Context: an optimization exercise on an open-source flow, tuned for small area. The choices shown serve that exercise and are no tape-out recipe.
No functional check of the RTL was part of this run.
Power and IR drop assume default switching activity.

--- design/flow/design.v ---
module fifo_simple #(
  parameter DP = 32,
  parameter DW = 24,
  parameter CUT_READY = 1,
  parameter ZEROOUT_WHENEMPTY = 0
) (
  input               clk,
  input               rst_n,
  input               w_req,
  output              unfull,
  input  [DW-1:0]     data_i,
  input               r_req,
  output              unempty,
  output [DW-1:0]     data_o
);
localparam AW = $clog2(DP);
reg [DW-1:0] mem [0:DP-1];
reg [AW-1:0] wptr;
reg [AW-1:0] rptr;
reg [AW:0]   cnt;
wire do_w = w_req & unfull;
wire do_r = r_req & unempty;
assign unfull  = (cnt != DP);
assign unempty = (cnt != 0);
assign data_o  = (ZEROOUT_WHENEMPTY != 0 && !unempty) ? {DW{1'b0}} : mem[rptr];
always @(posedge clk) begin
  if (do_w)
    mem[wptr] <= data_i;
end
always @(posedge clk) begin
  if (!rst_n) begin
    wptr <= 0;
    rptr <= 0;
    cnt  <= 0;
  end else begin
    if (do_w)
      wptr <= (wptr == DP-1) ? {AW{1'b0}} : wptr + 1'b1;
    if (do_r)
      rptr <= (rptr == DP-1) ? {AW{1'b0}} : rptr + 1'b1;
    case ({do_w, do_r})
      2'b10: cnt <= cnt + 1'b1;
      2'b01: cnt <= cnt - 1'b1;
      default: cnt <= cnt;
    endcase
  end
end
endmodule
module axis_1553_decoder #(
    parameter clock_speed = 20000000,
    parameter sample_rate = 2000000,
    parameter bit_slice_offset = 0,
    parameter invert_data = 0,
    parameter sample_select = 0
  ) 
  (
    input   aclk,
    input   arstn,
    input   parity_set,  
    output reg  [15:0]  m_axis_tdata,
    output reg          m_axis_tvalid,
    output reg  [7:0]   m_axis_tuser,
    input               m_axis_tready,
    input       [1:0]   diff
  );
    localparam integer base_1553_clock_rate = 1000000;
    localparam integer samples_per_mhz = sample_rate / base_1553_clock_rate;
    localparam integer cycles_per_mhz = clock_speed / base_1553_clock_rate;
    localparam integer delay_time = cycles_per_mhz * 4;
    localparam integer samples_to_skip = ((cycles_per_mhz > samples_per_mhz) ? cycles_per_mhz / samples_per_mhz : 0);
    localparam integer round_sample_select = ((sample_select == 0) ? samples_to_skip/2 : sample_select % samples_to_skip);
    localparam integer bit_rate_per_mhz = samples_per_mhz;
    localparam integer round_bit_slice_offset = ((cycles_per_mhz > samples_per_mhz) ? ((bit_slice_offset == 0) ? bit_rate_per_mhz/4 : bit_slice_offset % bit_rate_per_mhz) : 0);
    localparam integer sync_pulse_len = bit_rate_per_mhz * 3;
    localparam integer bits_per_trans = 20;
    localparam integer synth_bits_per_trans = (bits_per_trans*bit_rate_per_mhz);
    localparam diff_wait    = 5'h01;
    localparam data_cap     = 5'h03;
    localparam data_reduce  = 5'h07;
    localparam parity_gen   = 5'h0F;
    localparam trans        = 5'h1F;
    localparam error        = 5'h00;
    localparam [sync_pulse_len-1:0]sync_cmd_stat = {{sync_pulse_len/2{1'b0}}, {sync_pulse_len/2{1'b1}}};
    localparam [sync_pulse_len-1:0]sync_data     = {{sync_pulse_len/2{1'b1}}, {sync_pulse_len/2{1'b0}}};
    localparam cmd_data = 3'b010;
    localparam cmd_cmnd = 3'b100;
    localparam [(bit_rate_per_mhz)-1:0]bit_pattern = {{bit_rate_per_mhz/2{1'b1}}, {bit_rate_per_mhz/2{1'b0}}};
    localparam [synth_bits_per_trans-1:0]synth_clk = {bits_per_trans{bit_pattern}};
    integer bit_slice_index;
    reg [synth_bits_per_trans-1:0] reg_data;
    reg parity_bit;
    reg delay_bit;
    reg [4:0]  state;
    reg [15:0] data;
    reg [7:0]  cmd;
    reg [1:0]  p_diff;
    reg [clogb2(samples_to_skip):0]        skip_counter;
    reg [clogb2(delay_time)-1:0]           pause_counter;
    reg [clogb2(synth_bits_per_trans)-1:0] trans_counter;
    always @(posedge aclk) begin
      if(arstn == 1'b0) begin
        pause_counter <= delay_time-1;
      end else begin
        case (state)
          data_cap, diff_wait: begin
            pause_counter <= delay_time-1;
            if(diff[0] == diff[1]) begin
              pause_counter <= pause_counter - 1;
              if(pause_counter == 0) begin
                pause_counter <= 0;
              end
            end
          end
          default:
            pause_counter <= delay_time-1;
        endcase
      end
    end
    always @(posedge aclk) begin
      if(arstn == 1'b0) begin
        m_axis_tdata  <= 0;
        m_axis_tvalid <= 0;
        m_axis_tuser  <= 0;
      end else begin
        m_axis_tdata <= m_axis_tdata;
        m_axis_tvalid<= m_axis_tvalid;
        m_axis_tuser <= m_axis_tuser;
        case (state)
                  trans: begin
            m_axis_tdata  <= data;
            m_axis_tuser  <= cmd;
            m_axis_tvalid <= 1'b1;
          end
                          default: begin
            if(m_axis_tready == 1'b1) begin
              m_axis_tdata  <= 0;
              m_axis_tvalid <= 0;
              m_axis_tuser  <= 0;
            end
          end
          endcase
      end
    end
    always @(posedge aclk) begin
      if(arstn == 1'b0) begin
        state           <= error;
        data            <= 0;
        cmd             <= 0;
        parity_bit      <= 0;
        delay_bit       <= 0;
            end else begin
        case (state)
          diff_wait: begin
            state <= diff_wait;
            cmd           <= 0;
            data          <= 0;
            parity_bit    <= 0;
            delay_bit     <= 0;
            if(pause_counter == 0) begin
              delay_bit <= 1'b1;
            end
            if((diff[0] ^ diff[1]) && (skip_counter == 0)) begin
              state <= data_cap;
            end
          end
          data_cap: begin
            state <= data_cap;
                                if(trans_counter == 0) begin
              if(reg_data[synth_bits_per_trans-1:synth_bits_per_trans-sync_pulse_len] == sync_cmd_stat) begin
                state <= data_reduce;
                cmd[7:5] <= cmd_cmnd;
              end
              if(reg_data[synth_bits_per_trans-1:synth_bits_per_trans-sync_pulse_len] == sync_data) begin
                state <= data_reduce;
                cmd[7:5] <= cmd_data;
              end
            end
                      if(pause_counter == 0) begin
              state <= diff_wait;
              cmd   <= 0;
            end
          end
          data_reduce: begin
            state <= parity_gen;
            for(bit_slice_index = 0; bit_slice_index < 16; bit_slice_index = bit_slice_index + 1) begin
              data[bit_slice_index] <= (invert_data > 0 ? ~reg_data[bit_rate_per_mhz*(bit_slice_index+1)+round_bit_slice_offset] : reg_data[bit_rate_per_mhz*(bit_slice_index+1)+round_bit_slice_offset]);
            end
            parity_bit <= (invert_data > 0 ? ~reg_data[round_bit_slice_offset] : reg_data[round_bit_slice_offset]);
            cmd[1] <= (invert_data > 0 ? 1'b1 : 1'b0);
            cmd[2] <= delay_bit;
          end
          parity_gen: begin
            state <= trans;
            cmd[0] <= ~(~(^data) ^ parity_bit ^ parity_set);
          end
          trans:
            state <= diff_wait;
          default:
            state <= diff_wait;
        endcase
      end
    end
    always @(posedge aclk) begin
      if(arstn == 1'b0) begin
        p_diff        <= 2'b11;
        skip_counter  <= 0;
      end else begin
        p_diff <= diff;
        case (state)
          diff_wait, data_cap: begin
            skip_counter <= (samples_to_skip == 0 ? 0 : (skip_counter + 1) % samples_to_skip);          if((state == diff_wait) && (diff[0] == diff[1])) begin
              skip_counter <= skip_counter;
            end
            if((pause_counter == 0) && (diff[0] == diff[1])) begin
              skip_counter <= 0;
            end
            if((p_diff[0] == 0) && (diff[0] == 1)) begin
              skip_counter <= 0;
            end
            if((p_diff[1] == 0) && (diff[1] == 1)) begin
              skip_counter <= 0;
            end
          end
          error: begin
            p_diff        <= 2'b11;
            skip_counter  <= 0;
          end
          default: begin
            skip_counter <= (samples_to_skip == 0 ? 0 : (skip_counter + 1) % samples_to_skip);
          end
        endcase
      end
    end
      always @(posedge aclk) begin
      if(arstn == 1'b0) begin
        reg_data      <= synth_clk;
        trans_counter <= synth_bits_per_trans-1;
      end else begin
        case (state)
                  data_cap: begin
            if(skip_counter == round_sample_select) begin
              reg_data <= {reg_data[synth_bits_per_trans-2:0], p_diff[0]};
              trans_counter <= trans_counter - 1;
            end
            if((pause_counter == 0) && (diff[0] == diff[1])) begin
              reg_data <= synth_clk;
            end
            if(trans_counter == 0) begin
              trans_counter <= 0;
            end
          end
          trans: begin
            reg_data      <= synth_clk;
            trans_counter <= synth_bits_per_trans-1;
          end
          error: begin
            reg_data      <= synth_clk;
            trans_counter <= synth_bits_per_trans-1;
          end
          default: begin
            trans_counter <= synth_bits_per_trans-1;
          end
        endcase
      end
    end
    function integer clogb2;
      input [31:0] value;
      begin
          value = value - 1;
          for (clogb2 = 0; value > 0; clogb2 = clogb2 + 1) begin
              value = value >> 1;
          end
      end
    endfunction
endmodule
module axis_1553_encoder #(
    parameter clock_speed = 2000000,
    parameter sample_rate = 2000000
) 
(
    input aclk,
    input arstn,
    input parity_set,  
    input   [15:0]  s_axis_tdata,
    input           s_axis_tvalid,
    input   [7:0]   s_axis_tuser,
    output          s_axis_tready,
    output  reg [1:0]   diff,
    output  reg         en_diff
);
    localparam integer base_1553_clock_rate = 1000000;
    localparam integer samples_per_mhz = sample_rate / base_1553_clock_rate;
    localparam integer cycles_per_mhz = clock_speed / base_1553_clock_rate;
    localparam integer samples_to_skip = ((cycles_per_mhz > samples_per_mhz) ? cycles_per_mhz / samples_per_mhz - 1 : 0); 
    localparam integer bit_rate_per_mhz = samples_per_mhz;
    localparam integer delay_time = cycles_per_mhz * 4;
    localparam integer sync_pulse_len = bit_rate_per_mhz * 3;
    localparam integer bits_per_trans = 20;
    localparam integer synth_bits_per_trans = (bits_per_trans*bit_rate_per_mhz);
    localparam [(bit_rate_per_mhz)-1:0]bit_pattern = {{bit_rate_per_mhz/2{1'b1}}, {bit_rate_per_mhz/2{1'b0}}};
    localparam [synth_bits_per_trans-1:0]synth_clk = {bits_per_trans{bit_pattern}};
    localparam data_cap     = 3'd1;
    localparam data_invert  = 3'd2;
    localparam parity_gen   = 3'd3;
    localparam process_data = 4;
    localparam pause_ck     = 3'd5;
    localparam trans        = 3'd6;
    localparam error        = 3'd0;
    localparam [sync_pulse_len-1:0]sync_cmd_stat = {{sync_pulse_len/2{1'b0}}, {sync_pulse_len/2{1'b1}}};
    localparam [sync_pulse_len-1:0]sync_data     = {{sync_pulse_len/2{1'b1}}, {sync_pulse_len/2{1'b0}}};
    localparam cmd_data = 3'b010;
    localparam cmd_cmnd = 3'b100;
    localparam enable_diff_output = 1'b1;
    integer xor_index;
    integer cycle_index;
    reg [synth_bits_per_trans-1:0]reg_data;
    reg parity_bit;
    reg [2:0]  state;
    reg [15:0] data;
    reg [15:0] r_data;
    reg [7:0]  cmd;
    reg [clogb2(samples_to_skip):0]         skip_counter;
    reg [clogb2(delay_time)-1:0]            pause_counter;
    reg [clogb2(synth_bits_per_trans)-1:0]  trans_counter;
    reg [clogb2(synth_bits_per_trans)-1:0]  prev_trans_counter;
    assign s_axis_tready = (state == data_cap ? arstn : 0);
    always @(posedge aclk) begin
      if(arstn == 1'b0) begin
        pause_counter <= delay_time-1;
      end else begin
        case (state)
          trans:
            pause_counter <= delay_time-1;
          default: begin
            pause_counter <= pause_counter - 1;
            if(pause_counter == 0) begin
              pause_counter <= 0;
            end
          end
        endcase
      end
    end
    always @(posedge aclk) begin
      if(arstn == 1'b0) begin
        data        <= 0;
        cmd         <= 0;
      end else begin
        case (state)
          data_cap: begin
            if(s_axis_tvalid == 1'b1) begin
              data <= s_axis_tdata;
              cmd  <= s_axis_tuser;
            end
          end
          trans: begin
            data <= 0;
            cmd  <= 0;
          end
          default:begin
            data <= data;
            cmd  <= cmd;
          end
        endcase
      end
    end
    always @(posedge aclk) begin
      if(arstn == 1'b0) begin
        state       <= error;
        parity_bit  <= 0;
        reg_data    <= synth_clk;
      end else begin
        case (state)
          data_cap: begin
            state <= data_cap;
            reg_data <= synth_clk;
            parity_bit <= 0;
            r_data     <= 0;
            if(s_axis_tvalid == 1'b1) begin
              state <= data_invert;
            end
          end
          data_invert: begin
            state <= parity_gen;
            r_data <= data;
            if(cmd[1] == 1'b1) begin
              r_data <= ~data;
            end
          end
          parity_gen: begin
            state <= process_data;
            parity_bit <= (^r_data) ^ parity_set;
          end
          process_data: begin
            state <= pause_ck;
            if(cmd[2] == 1'b0) begin
                state <= trans;
            end
            case (cmd[7:5])
              cmd_data:
                reg_data[synth_bits_per_trans-1:synth_bits_per_trans-sync_pulse_len] <= sync_data;
              cmd_cmnd:
                reg_data[synth_bits_per_trans-1:synth_bits_per_trans-sync_pulse_len] <= sync_cmd_stat;
              default:
                reg_data[synth_bits_per_trans-1:synth_bits_per_trans-sync_pulse_len] <= 0;
            endcase
            reg_data[bit_rate_per_mhz-1:0] <= reg_data[bit_rate_per_mhz-1:0] ^ {bit_rate_per_mhz{parity_bit}} ^ {bit_rate_per_mhz{cmd[0]}};
            for(xor_index = 0; xor_index < 16; xor_index = xor_index + 1) begin
              for(cycle_index = (bit_rate_per_mhz*xor_index)+(bit_rate_per_mhz); cycle_index < (bit_rate_per_mhz*xor_index)+(bit_rate_per_mhz*2); cycle_index = cycle_index + 1)
                reg_data[cycle_index] <= reg_data[cycle_index] ^ r_data[xor_index];
            end
          end
          pause_ck: begin
            state <= pause_ck;
            if(pause_counter == 0) begin
              state <= trans;
            end
          end
          trans: begin
            state <= trans;
            if((trans_counter == 0) && (prev_trans_counter == 0) && (skip_counter == samples_to_skip)) begin
              state <= data_cap;
            end
          end
          default:
            state <= data_cap;
        endcase
      end
    end
    always @(posedge aclk) begin
      if(arstn == 1'b0) begin
        diff                <= 0;
        en_diff             <= ~enable_diff_output;
        trans_counter       <= synth_bits_per_trans-1;
        prev_trans_counter  <= synth_bits_per_trans-1;
      end 
      else begin
        prev_trans_counter <= trans_counter;
        case (state)
          trans: begin
            skip_counter <= skip_counter + 1;
            en_diff <= enable_diff_output;
            diff[0] <= reg_data[trans_counter];
            diff[1] <= ~reg_data[trans_counter];
            if(skip_counter == samples_to_skip) begin
              trans_counter <= trans_counter - 1;
              skip_counter <= 0;
            end
                      if(trans_counter == 0) begin
              trans_counter <= 0;
            end
          end
          default: begin
                      diff                <= 0;
            skip_counter        <= 0;
            en_diff             <= ~enable_diff_output;
            trans_counter       <= synth_bits_per_trans-1;
            prev_trans_counter  <= synth_bits_per_trans-1;
          end
          endcase
      end
    end
    function integer clogb2;
      input [31:0] value;
      begin
          value = value - 1;
          for (clogb2 = 0; value > 0; clogb2 = clogb2 + 1) begin
              value = value >> 1;
          end
      end
    endfunction
endmodule
module Core_1553B
(
  input clk,
  input rst_n,
  input parity_set,
  input  r_fifo_rd,
  output r_fifo_unempty,
  output [23:0] r_fifo_data,
  input  w_fifo_wd,
  output w_fifo_unfull,
  input  [23:0] w_fifo_data,
  input  [1:0] rx_1553,
  output [1:0] tx_1553,
  output en_tx_1553
);
wire [15:0]   m1553_decoder_data;
wire          m1553_decoder_valid;
wire [ 7:0]   m1553_decoder_user;
wire          m1553_decoder_ready;
wire [15:0]   m1553_encoder_data;
wire          m1553_encoder_valid;
wire [ 7:0]   m1553_encoder_user;
wire          m1553_encoder_ready;
axis_1553_decoder mil1553_decoder (
  .aclk(clk),
  .arstn(rst_n),
  .parity_set   (parity_set),
  .m_axis_tdata(m1553_decoder_data),
  .m_axis_tvalid(m1553_decoder_valid),
  .m_axis_tuser(m1553_decoder_user),
  .m_axis_tready(m1553_decoder_ready),
  .diff(rx_1553)
);
fifo_simple #(
  .DP           (32),
  .DW           (16+8),
  .CUT_READY    (1),
  .ZEROOUT_WHENEMPTY  (0)
) decoder_fifo (
  .clk        (clk),
  .rst_n      (rst_n),
  .w_req      (m1553_decoder_valid),
  .unfull     (m1553_decoder_ready),
  .data_i     ({m1553_decoder_user, m1553_decoder_data}),
  .r_req      (r_fifo_rd),
  .unempty    (r_fifo_unempty),
  .data_o     (r_fifo_data)
);
axis_1553_encoder mil1553_encoder (
  .aclk(clk),
  .arstn(rst_n),
  .parity_set   (parity_set),
  .s_axis_tdata(m1553_encoder_data),
  .s_axis_tvalid(m1553_encoder_valid),
  .s_axis_tuser(m1553_encoder_user),
  .s_axis_tready(m1553_encoder_ready),
  .diff(tx_1553),
  .en_diff(en_tx_1553)
);
fifo_simple #(
  .DP           (32),
  .DW           (16+8),
  .CUT_READY    (1),
  .ZEROOUT_WHENEMPTY  (0)
) encoder_fifo (
  .clk        (clk),
  .rst_n      (rst_n),
  .w_req      (w_fifo_wd),
  .unfull     (w_fifo_unfull),
  .data_i     (w_fifo_data),
  .r_req      (m1553_encoder_ready),
  .unempty    (m1553_encoder_valid),
  .data_o     ({m1553_encoder_user, m1553_encoder_data})
);
endmodule
module APB_Slave_Interface#(
    parameter DATAWIDTH = 32,
    parameter REGSNUM = 8
)(
    APB_CLK,
    APB_RESETn,
    APB_RDATA,
    APB_READY,
    APB_SLVERR,
    APB_STRB,
    APB_PROT,
    APB_ADDR,
    APB_ENABLE,
    APB_WRITE,
    APB_WDATA,
    APB_SEL,
    RegsDataOut,
    RegsDataIn,
    beWrdOut,
    beReadOut,
    RegsAddrOut
);
function integer clogb2( 
    input integer data
);
begin
    if(data == 0)
        clogb2 = 1;
    else if(data != 0)
        for(clogb2 = 0; data > 0;clogb2 = clogb2 + 1)
            data = data >> 1;
end
endfunction
localparam REGS_ADDRWIDTH = clogb2(REGSNUM-1);
localparam ADDR_LSB = (DATAWIDTH/32) + 1;
localparam APB_STRB_WIDTH = (DATAWIDTH<=32) ? 4 : 8;
input                               APB_CLK;
input                               APB_RESETn;
output       [DATAWIDTH-1 : 0]      APB_RDATA;
output                              APB_READY;
output                              APB_SLVERR;
input wire  [APB_STRB_WIDTH-1 : 0]  APB_STRB;
input wire  [2 : 0]                 APB_PROT;
input wire                          APB_ENABLE;
input wire                          APB_WRITE;
input wire  [DATAWIDTH-1 : 0]       APB_WDATA;
input wire  [DATAWIDTH-1 : 0]       APB_ADDR;
input wire                          APB_SEL;
output wire [DATAWIDTH*REGSNUM-1 : 0]  RegsDataOut;
input wire  [DATAWIDTH*REGSNUM-1 : 0]  RegsDataIn;
output reg                              beWrdOut;
output reg                              beReadOut;
output reg  [REGS_ADDRWIDTH-1 : 0]      RegsAddrOut;
wire        [REGS_ADDRWIDTH-1 : 0]      regsAddr;
assign regsAddr = APB_ADDR[REGS_ADDRWIDTH+ADDR_LSB-1 : ADDR_LSB];
reg [DATAWIDTH-1 : 0] APB_RDATA_R;
reg APB_READY_R;
reg APB_SLVERR_R;
assign APB_RDATA = APB_RDATA_R;
assign APB_READY = APB_READY_R;
assign APB_SLVERR = APB_SLVERR_R;
reg [DATAWIDTH-1 : 0] DeviceRegs [REGSNUM-1 : 0];
wire [DATAWIDTH-1:0] DeviceRegs_r [REGSNUM-1 : 0];
genvar i;
generate
    for(i=0; i<REGSNUM; i = i+1) begin: link_regs
        assign RegsDataOut[(i+1)*DATAWIDTH-1 : i*DATAWIDTH] = DeviceRegs[i];
        assign DeviceRegs_r[i] = RegsDataIn[(i+1)*DATAWIDTH-1 : i*DATAWIDTH];
    end
endgenerate
localparam First  = 2'd0;
localparam Second = 2'd1;
localparam Third  = 2'd2;
reg [1 : 0] APBState;
integer k;
always @(posedge APB_CLK or negedge APB_RESETn )
begin
    if (!APB_RESETn) begin
        APBState <= First;
        APB_RDATA_R <= 0;
        APB_READY_R <= 0;
        APB_SLVERR_R <= 0;
        RegsAddrOut <= 0;
        beWrdOut <= 0;
        beReadOut <= 0;
        for(k=0; k<REGSNUM; k=k+1)begin
            DeviceRegs[k] <= 0;
        end
    end
    else begin
        case(APBState)
            First: begin
                if(APB_SEL && (regsAddr < REGSNUM)) begin
                    RegsAddrOut <= regsAddr;
                    APBState <= Second;
                end
            end
            Second: begin
                if(APB_ENABLE) begin
                    if(APB_WRITE) begin
                        beWrdOut <= 1;
                        DeviceRegs[regsAddr] <= APB_WDATA;
                    end
                    else begin
                        beReadOut <= 1;
                        APB_RDATA_R <= DeviceRegs_r[RegsAddrOut];
                    end
                    APB_READY_R <= 1;
                    APB_SLVERR_R <= 0;
                    APBState <= Third;
                end
            end
            Third: begin
                APB_READY_R <= 0;
                APB_SLVERR_R <= 0;
                beWrdOut <= 0;
                beReadOut <= 0;
                APBState <= First;
            end
            default: APBState <= First;
        endcase
    end
end
endmodule
module Top_1553B_APB
(
  APB_CLK,
  APB_RESETn,
  APB_RDATA,
  APB_READY,
  APB_SLVERR,
  APB_STRB,
  APB_PROT, 
  APB_ADDR,
  APB_ENABLE,
  APB_WRITE,
  APB_WDATA,
  APB_SEL,
  rx0_1553,
  tx0_1553,
  tx0_en,
  rx1_1553,
  tx1_1553,
  tx1_en
);
localparam DATAWIDTH = 32;
localparam APB_STRB_WIDTH = 8;
localparam REGSNUM = 8;
localparam REGS_ADDRWIDTH = 3;
input                               APB_CLK;
input                               APB_RESETn;
output [DATAWIDTH-1 : 0]            APB_RDATA;
output                              APB_READY;
output                              APB_SLVERR;
input  [APB_STRB_WIDTH-1 : 0]       APB_STRB;
input  [2 : 0]                      APB_PROT;
input  [DATAWIDTH-1 : 0]            APB_ADDR;
input                               APB_ENABLE;
input                               APB_WRITE;
input  [DATAWIDTH-1 : 0]            APB_WDATA;
input                               APB_SEL;
input     [1:0] rx0_1553;
output    [1:0] tx0_1553;
output    tx0_en;
input     [1:0] rx1_1553;
output    [1:0] tx1_1553;
output    tx1_en;
wire [DATAWIDTH*REGSNUM-1 : 0]    RegsDataOut;
wire [DATAWIDTH*REGSNUM-1 : 0]    RegsDataIn;
wire                              beWrdOut;
wire                              beReadOut;
wire [REGS_ADDRWIDTH-1 : 0]       RegsAddrOut;
APB_Slave_Interface#(
    .DATAWIDTH  (DATAWIDTH),
    .REGSNUM    (REGSNUM)
)APB_Inter_inst(
    .APB_CLK(APB_CLK),
    .APB_RESETn(APB_RESETn),
    .APB_RDATA(APB_RDATA),
    .APB_READY(APB_READY),
    .APB_SLVERR(APB_SLVERR),
    .APB_STRB(APB_STRB),
    .APB_PROT(APB_PROT), 
    .APB_ADDR(APB_ADDR),
    .APB_ENABLE(APB_ENABLE),
    .APB_WRITE(APB_WRITE),
    .APB_WDATA(APB_WDATA),
    .APB_SEL(APB_SEL),
    .RegsDataOut (RegsDataOut),
    .RegsDataIn  (RegsDataIn),
    .beWrdOut    (beWrdOut),
    .beReadOut   (beReadOut),
    .RegsAddrOut (RegsAddrOut)
);
wire [DATAWIDTH-1:0] rxreg_one_read;
assign RegsDataIn[3*DATAWIDTH-1 : 2*DATAWIDTH]= rxreg_one_read;
wire rxreg_one_read_sel = beReadOut & (RegsAddrOut == 2);
assign rxreg_one_read[30:24] = 0;
wire [DATAWIDTH-1:0] txreg_one_write = RegsDataOut[4*DATAWIDTH-1 : 3*DATAWIDTH];
wire txreg_one_write_sel = beWrdOut & (RegsAddrOut == 3);
wire [DATAWIDTH-1:0] txreg_one_read;
assign RegsDataIn[4*DATAWIDTH-1 : 3*DATAWIDTH] = txreg_one_read;
assign txreg_one_read[31:1] = 0;
assign RegsDataIn[2*DATAWIDTH-1 : 0] = 0;
assign RegsDataIn[DATAWIDTH*REGSNUM-1 : 4*DATAWIDTH] = 0;
assign tx1_1553 = 2'b00;
assign tx1_en = 1'b0;
Core_1553B CoreOne_inst
(
  .clk              (APB_CLK),
  .rst_n            (APB_RESETn),
  .parity_set       (1'b0),
  .r_fifo_rd        (rxreg_one_read_sel),
  .r_fifo_unempty   (rxreg_one_read[31]),
  .r_fifo_data      (rxreg_one_read[23:0]),
  .w_fifo_wd        (txreg_one_write_sel),
  .w_fifo_unfull    (txreg_one_read[0]),
  .w_fifo_data      (txreg_one_write[23:0]),
  .rx_1553          (rx0_1553),
  .tx_1553          (tx0_1553),
  .en_tx_1553       (tx0_en)
);
endmodule
--- design/flow/run.sh ---
#!/bin/bash
# synth_recipe.tcl (not shown) runs the flow's synth.tcl, then flattens the netlist and writes it again
# the make line also repeats each setting of config.mk as NAME=value (left out here)
make -C /OpenROAD-flow-scripts/flow DESIGN_CONFIG=/design/flow/config.mk WORK_HOME=/design/flow/orfs CLKGATE_MAP_FILE= SYNTH_SCRIPT=/design/flow/synth_recipe.tcl finish
--- design/flow/config.mk ---
export PLATFORM = sky130hd
export DESIGN_NAME = Top_1553B_APB
export DESIGN_NICKNAME = Top_1553B_APB
export VERILOG_FILES = /design/flow/design.v
export SDC_FILE = /design/flow/constraint.sdc
export NUM_CORES = 4
export LEC_CHECK = 0
export CAP_MARGIN = 20
export CORE_MARGIN = 2
export CORE_UTILIZATION = 40
export SLEW_MARGIN = 20
--- design/flow/constraint.sdc ---
create_clock -name core_clock -period 10.0 [get_ports {APB_CLK}]
set_input_delay 2.0000 -clock core_clock [delete_from_list [all_inputs] [get_ports {APB_CLK}]]
set_output_delay 2.0000 -clock core_clock [all_outputs]
set_load 0.01 [all_outputs]
==> results by group <==
Flow run
  • Max-cap violations: 0

Status
  • Status: timing/DRC/antenna clean

CTS
  • TritonCTS Buffers: 175
  • CTS root buf: clkbuf_16
  • Cts repair resizes: 0
  • Clk sink count: 1,676
  • Clk slew on worst S/H paths: 0.06 ns
  • CTS tree: yes
  • CTS Buffer Depth: 3
  • H-Tree Depth: 4
  • Clk latency of the worst-skew pair: 0.80 ns
  • Hold_buf cts: 0
  • Post-CTS Setup Inserts: 0

Power
  • Max IR drop VDD: 190.7 µV
  • Leakage: 23.58 nW
  • Cell area power density: 214.6 nW/µm²

Drt
  • Vias after detailed routing: 32,180
  • Post-route ant nets: 0
  • Final wirelength: 142,300 µm
  • Routed WL per cell: 23.96 µm
  • # DRC: 0
  • Drt first pass iters: 7
  • Vias/cell: 5.420
  • Initial DRC Count: 3,048

Synthesis
  • Cell count after synthesis: 3,507
  • Syn avg cell area: 18.78 µm²
  • Synth area leader: edfxtp_1
  • Synthesis-stage register bit count: 1,676
  • Synth unique cells: 76
  • Yosys warnings: 77
  • Synth top area share: 63.50%
  • Mapped cell area: 65,870 µm²
  • Area contributors post-synth: edfxtp_1 (64%), mux4_2 (15%), dfxtp_1 (7.1%)
  • Sequential fraction of the synthesis area: 72.49%
  • EDFF count, synth: 1,393
  • Asr flop ratio synth: 3.043%
  • Main flop type after synthesis: edfxtp_1

Final layout
  • Multi-input gate area: 17,390 µm²
  • Finished Cell Area: 74,890 µm²
  • NumNets Final: 3,736
  • Layout area overhead: 13.70%
  • Filler Cells Inserted: 13,700
  • Fraction of layout cells with a size suffix above 1: 23.24%
  • Reg area: 47,800 µm²
  • Most common cell after layout, fill and taps aside: edfxtp_1
  • Most frequent cells in the layout: edfxtp_1 (1,393), mux4_2 (429), dfxtp_1 (208)

Timing
  • Tcrit/Tclk final: 41.46%
  • Rel. slew slack: 27.15%
  • F_max: 0.2412 GHz
  • Minimum clock period: 4.146 ns
  • Slew @ Worst Pin: 1.090 ns
  • Final setup violation count: 0
  • Final worst slack: 5.854 ns
  • TNS Setup: 0 ns
  • RSZ-0062 raised after global routing: no
  • Fin. max-slew vios: 0
  • Clk_skew: 0.02981 ns
  • Final Hold Viols: 0

Setup path
  • CP Capture Type: flip-flop
  • Top delay family on crit path: simple AND/OR/NAND/NOR gates
  • CP Cell Sequence: nand2b_1 > nand2b_1 > buf_4 > nor2_4 > and2_1 > ha_1 > ha_1 > a21o_1 > a21o_1 > a2111oi_0 > a311oi_1 > xnor2_1 > and2_1
  • Critical path's largest stage delay: 0.77 ns
  • CP Class: reg -> reg
  • Slowest CP cell: nor2_4
  • WP data required: 10.67 ns
  • Crit path arrival time: 4.82 ns
  • Worst-path fanout max: 46
  • WP buf/inv: 1
  • CP startpoint kind: flip-flop

Placement
  • Routability congestion estimate: 0.7194
  • Pre-CTS setup slack: 5.263 ns
  • Port bufs: 56
  • HPWL Detailed: 77,810 µm
  • Placed Area: 69,120 µm²

Hold path
  • Hold WC Path Type: reg -> reg

Floorplanning
  • Die ar.: 167,900 µm²
  • Core Area: 163,100 µm²
  • Num rows: 148
  • Die height: 409.8 µm
  • Die Wd: 409.8 µm
  • I/O pins: 124
  • Starting Density: 40.38%

GRT
  • Largest net degree at the start of global routing: 81
  • Number of global-route vias before repair: 32,650
  • Total grt overflow: 0
  • All-Layer GR Usage: 17.05%
  • Initial antenna violation count: 3
  • First-pass GRT wire length: 213,300 µm
logic make-up (layout without fill, tap and decap cells):
kind of cell             count (synthesis)  in the layout  synth area share, %
flip-flops                            1676           1676                72.49
AND/OR/NAND/NOR                        620            620                4.682
multiplexers                           487            487                15.60
AO/OA/AOI/OAI                          315            315                3.305
buffers and inverters                  263            502                1.730
XOR/XNOR                               104            104                1.383
adder cells (fa/ha/maj)                 41             41               0.8016
other                                    1             18             0.005693
layer usage:
layer  wire (µm)  up-vias  GRT usage [%]
met5           0        -              0
met4        3340        0          5.293
met3        6881      213          2.765
met2       69260      728          27.48
met1       62790    16960          23.82
li1            -    14280              -
layout make-up:
cell class | count | share of cell area, %
antenna | 3 | 0.01002
tap | 2175 | 3.634
inverter | 61 | 0.3057
sequential | 1676 | 63.82
timing repair buffer | 115 | 1.372
clock inverter | 74 | 1.144
clock buffer | 252 | 6.492
multi-input combinational | 1582 | 23.22
Yosys cell counts, drive strengths merged, types with 39 or more instances:
library cell / n
a21oi: 39
and2: 42
buf: 89
clkbuf: 113
dfrtp: 51
dfxtp: 232
edfxtp: 1393
ha: 39
inv: 60
mux4: 429
nand2: 138
nand3: 64
nor2: 178
nor2b: 39
o21ai: 83
xnor2: 69
worst reg2reg max path: cells and delay by family (launching register included):
| kind | cells | cell delay [ns] |
|---|---|---|
| AO/OA/AOI/OAI | 4 | 0.93 |
| flip-flops | 1 | 0.51 |
| adder cells (fa/ha/maj) | 2 | 0.64 |
| XOR/XNOR | 1 | 0.14 |
| AND/OR/NAND/NOR | 5 | 1.59 |
| buffers and inverters | 1 | 0.23 |
worst paths after layout:
kind	slack (ns)	endpoint	start	cells after the start
worst min-delay path	0.46	APB_Inter_inst.APBState[0]	APB_Inter_inst.APBState[1]	1
min in group asynchronous	1.63	APB_Inter_inst.DeviceRegs[3][3]	APB_RESETn	2
worst max register to register	5.85	CoreOne_inst.encoder_fifo.cnt[5]	CoreOne_inst.mil1553_encoder.state[0]	13
max in group asynchronous	7.08	APB_Inter_inst.DeviceRegs[3][11]	APB_RESETn	3
worst min register to register	0.46	APB_Inter_inst.APBState[0]	APB_Inter_inst.APBState[1]	1
worst max-delay path	5.85	CoreOne_inst.encoder_fifo.cnt[5]	CoreOne_inst.mil1553_encoder.state[0]	13
power by group:
| group | leakage (nW) | total [mW] | internal, mW | switching [mW] |
|---|---|---|---|---|
| clock network | 2.78 | 6.44 | 3.76 | 2.68 |
| logic | 5.39 | 1.22 | 0.603 | 0.619 |
| registers | 15.4 | 8.41 | 7.99 | 0.418 |
| total | 23.6 | 16.1 | 12.4 | 3.71 |
registers in the layout, indices dropped and copies added (netlist names), 21 cells and up, named ones only:
signal and count:
CoreOne_inst.mil1553_decoder.reg_data 40, APB_Inter_inst.DeviceRegs 22, CoreOne_inst.encoder_fifo.mem 704, CoreOne_inst.mil1553_encoder.skip_counter 33
CoreOne_inst.mil1553_encoder.reg_data 38, CoreOne_inst.decoder_fifo.mem 640, APB_Inter_inst.APB_RDATA_R 21
per-stage QoR:
step	utilization, %	hold WS [ns]	cells	total power, mW
CTS	45.87	0.4579	5933	16.25
global placement	42.37	0.4403	5607	9.770
detailed placement	42.37	0.4505	5607	9.809
floorplan	-	0.4270	3521	9.274
global route	45.90	0.4867	5937	16.68
finish	45.91	0.4568	5938	16.07

==> re-timing with driven ports <==
The results above use ideal ports. As a check the final layout listed here was re-extracted and re-timed, cells and wires unchanged.
Step 1 assumes that a clkbuf_16 drives the clock port and a buf_2 every other input.
Step 2 also shifts input and output timing later by t, the mid clock arrival at the registers, as if the neighbouring blocks saw the same clock.
a / b / c = ideal / step 1 / step 2; a / b = the first two.
shift t [ns]: 0.863
setup slack, ns: 5.854 / 5.854 / 5.384
worst setup path after step 2: input to register
After both steps this run still meets setup and hold. The setup slack of this run moves by 0.000 ns with the drivers and by -0.470 ns with both steps.
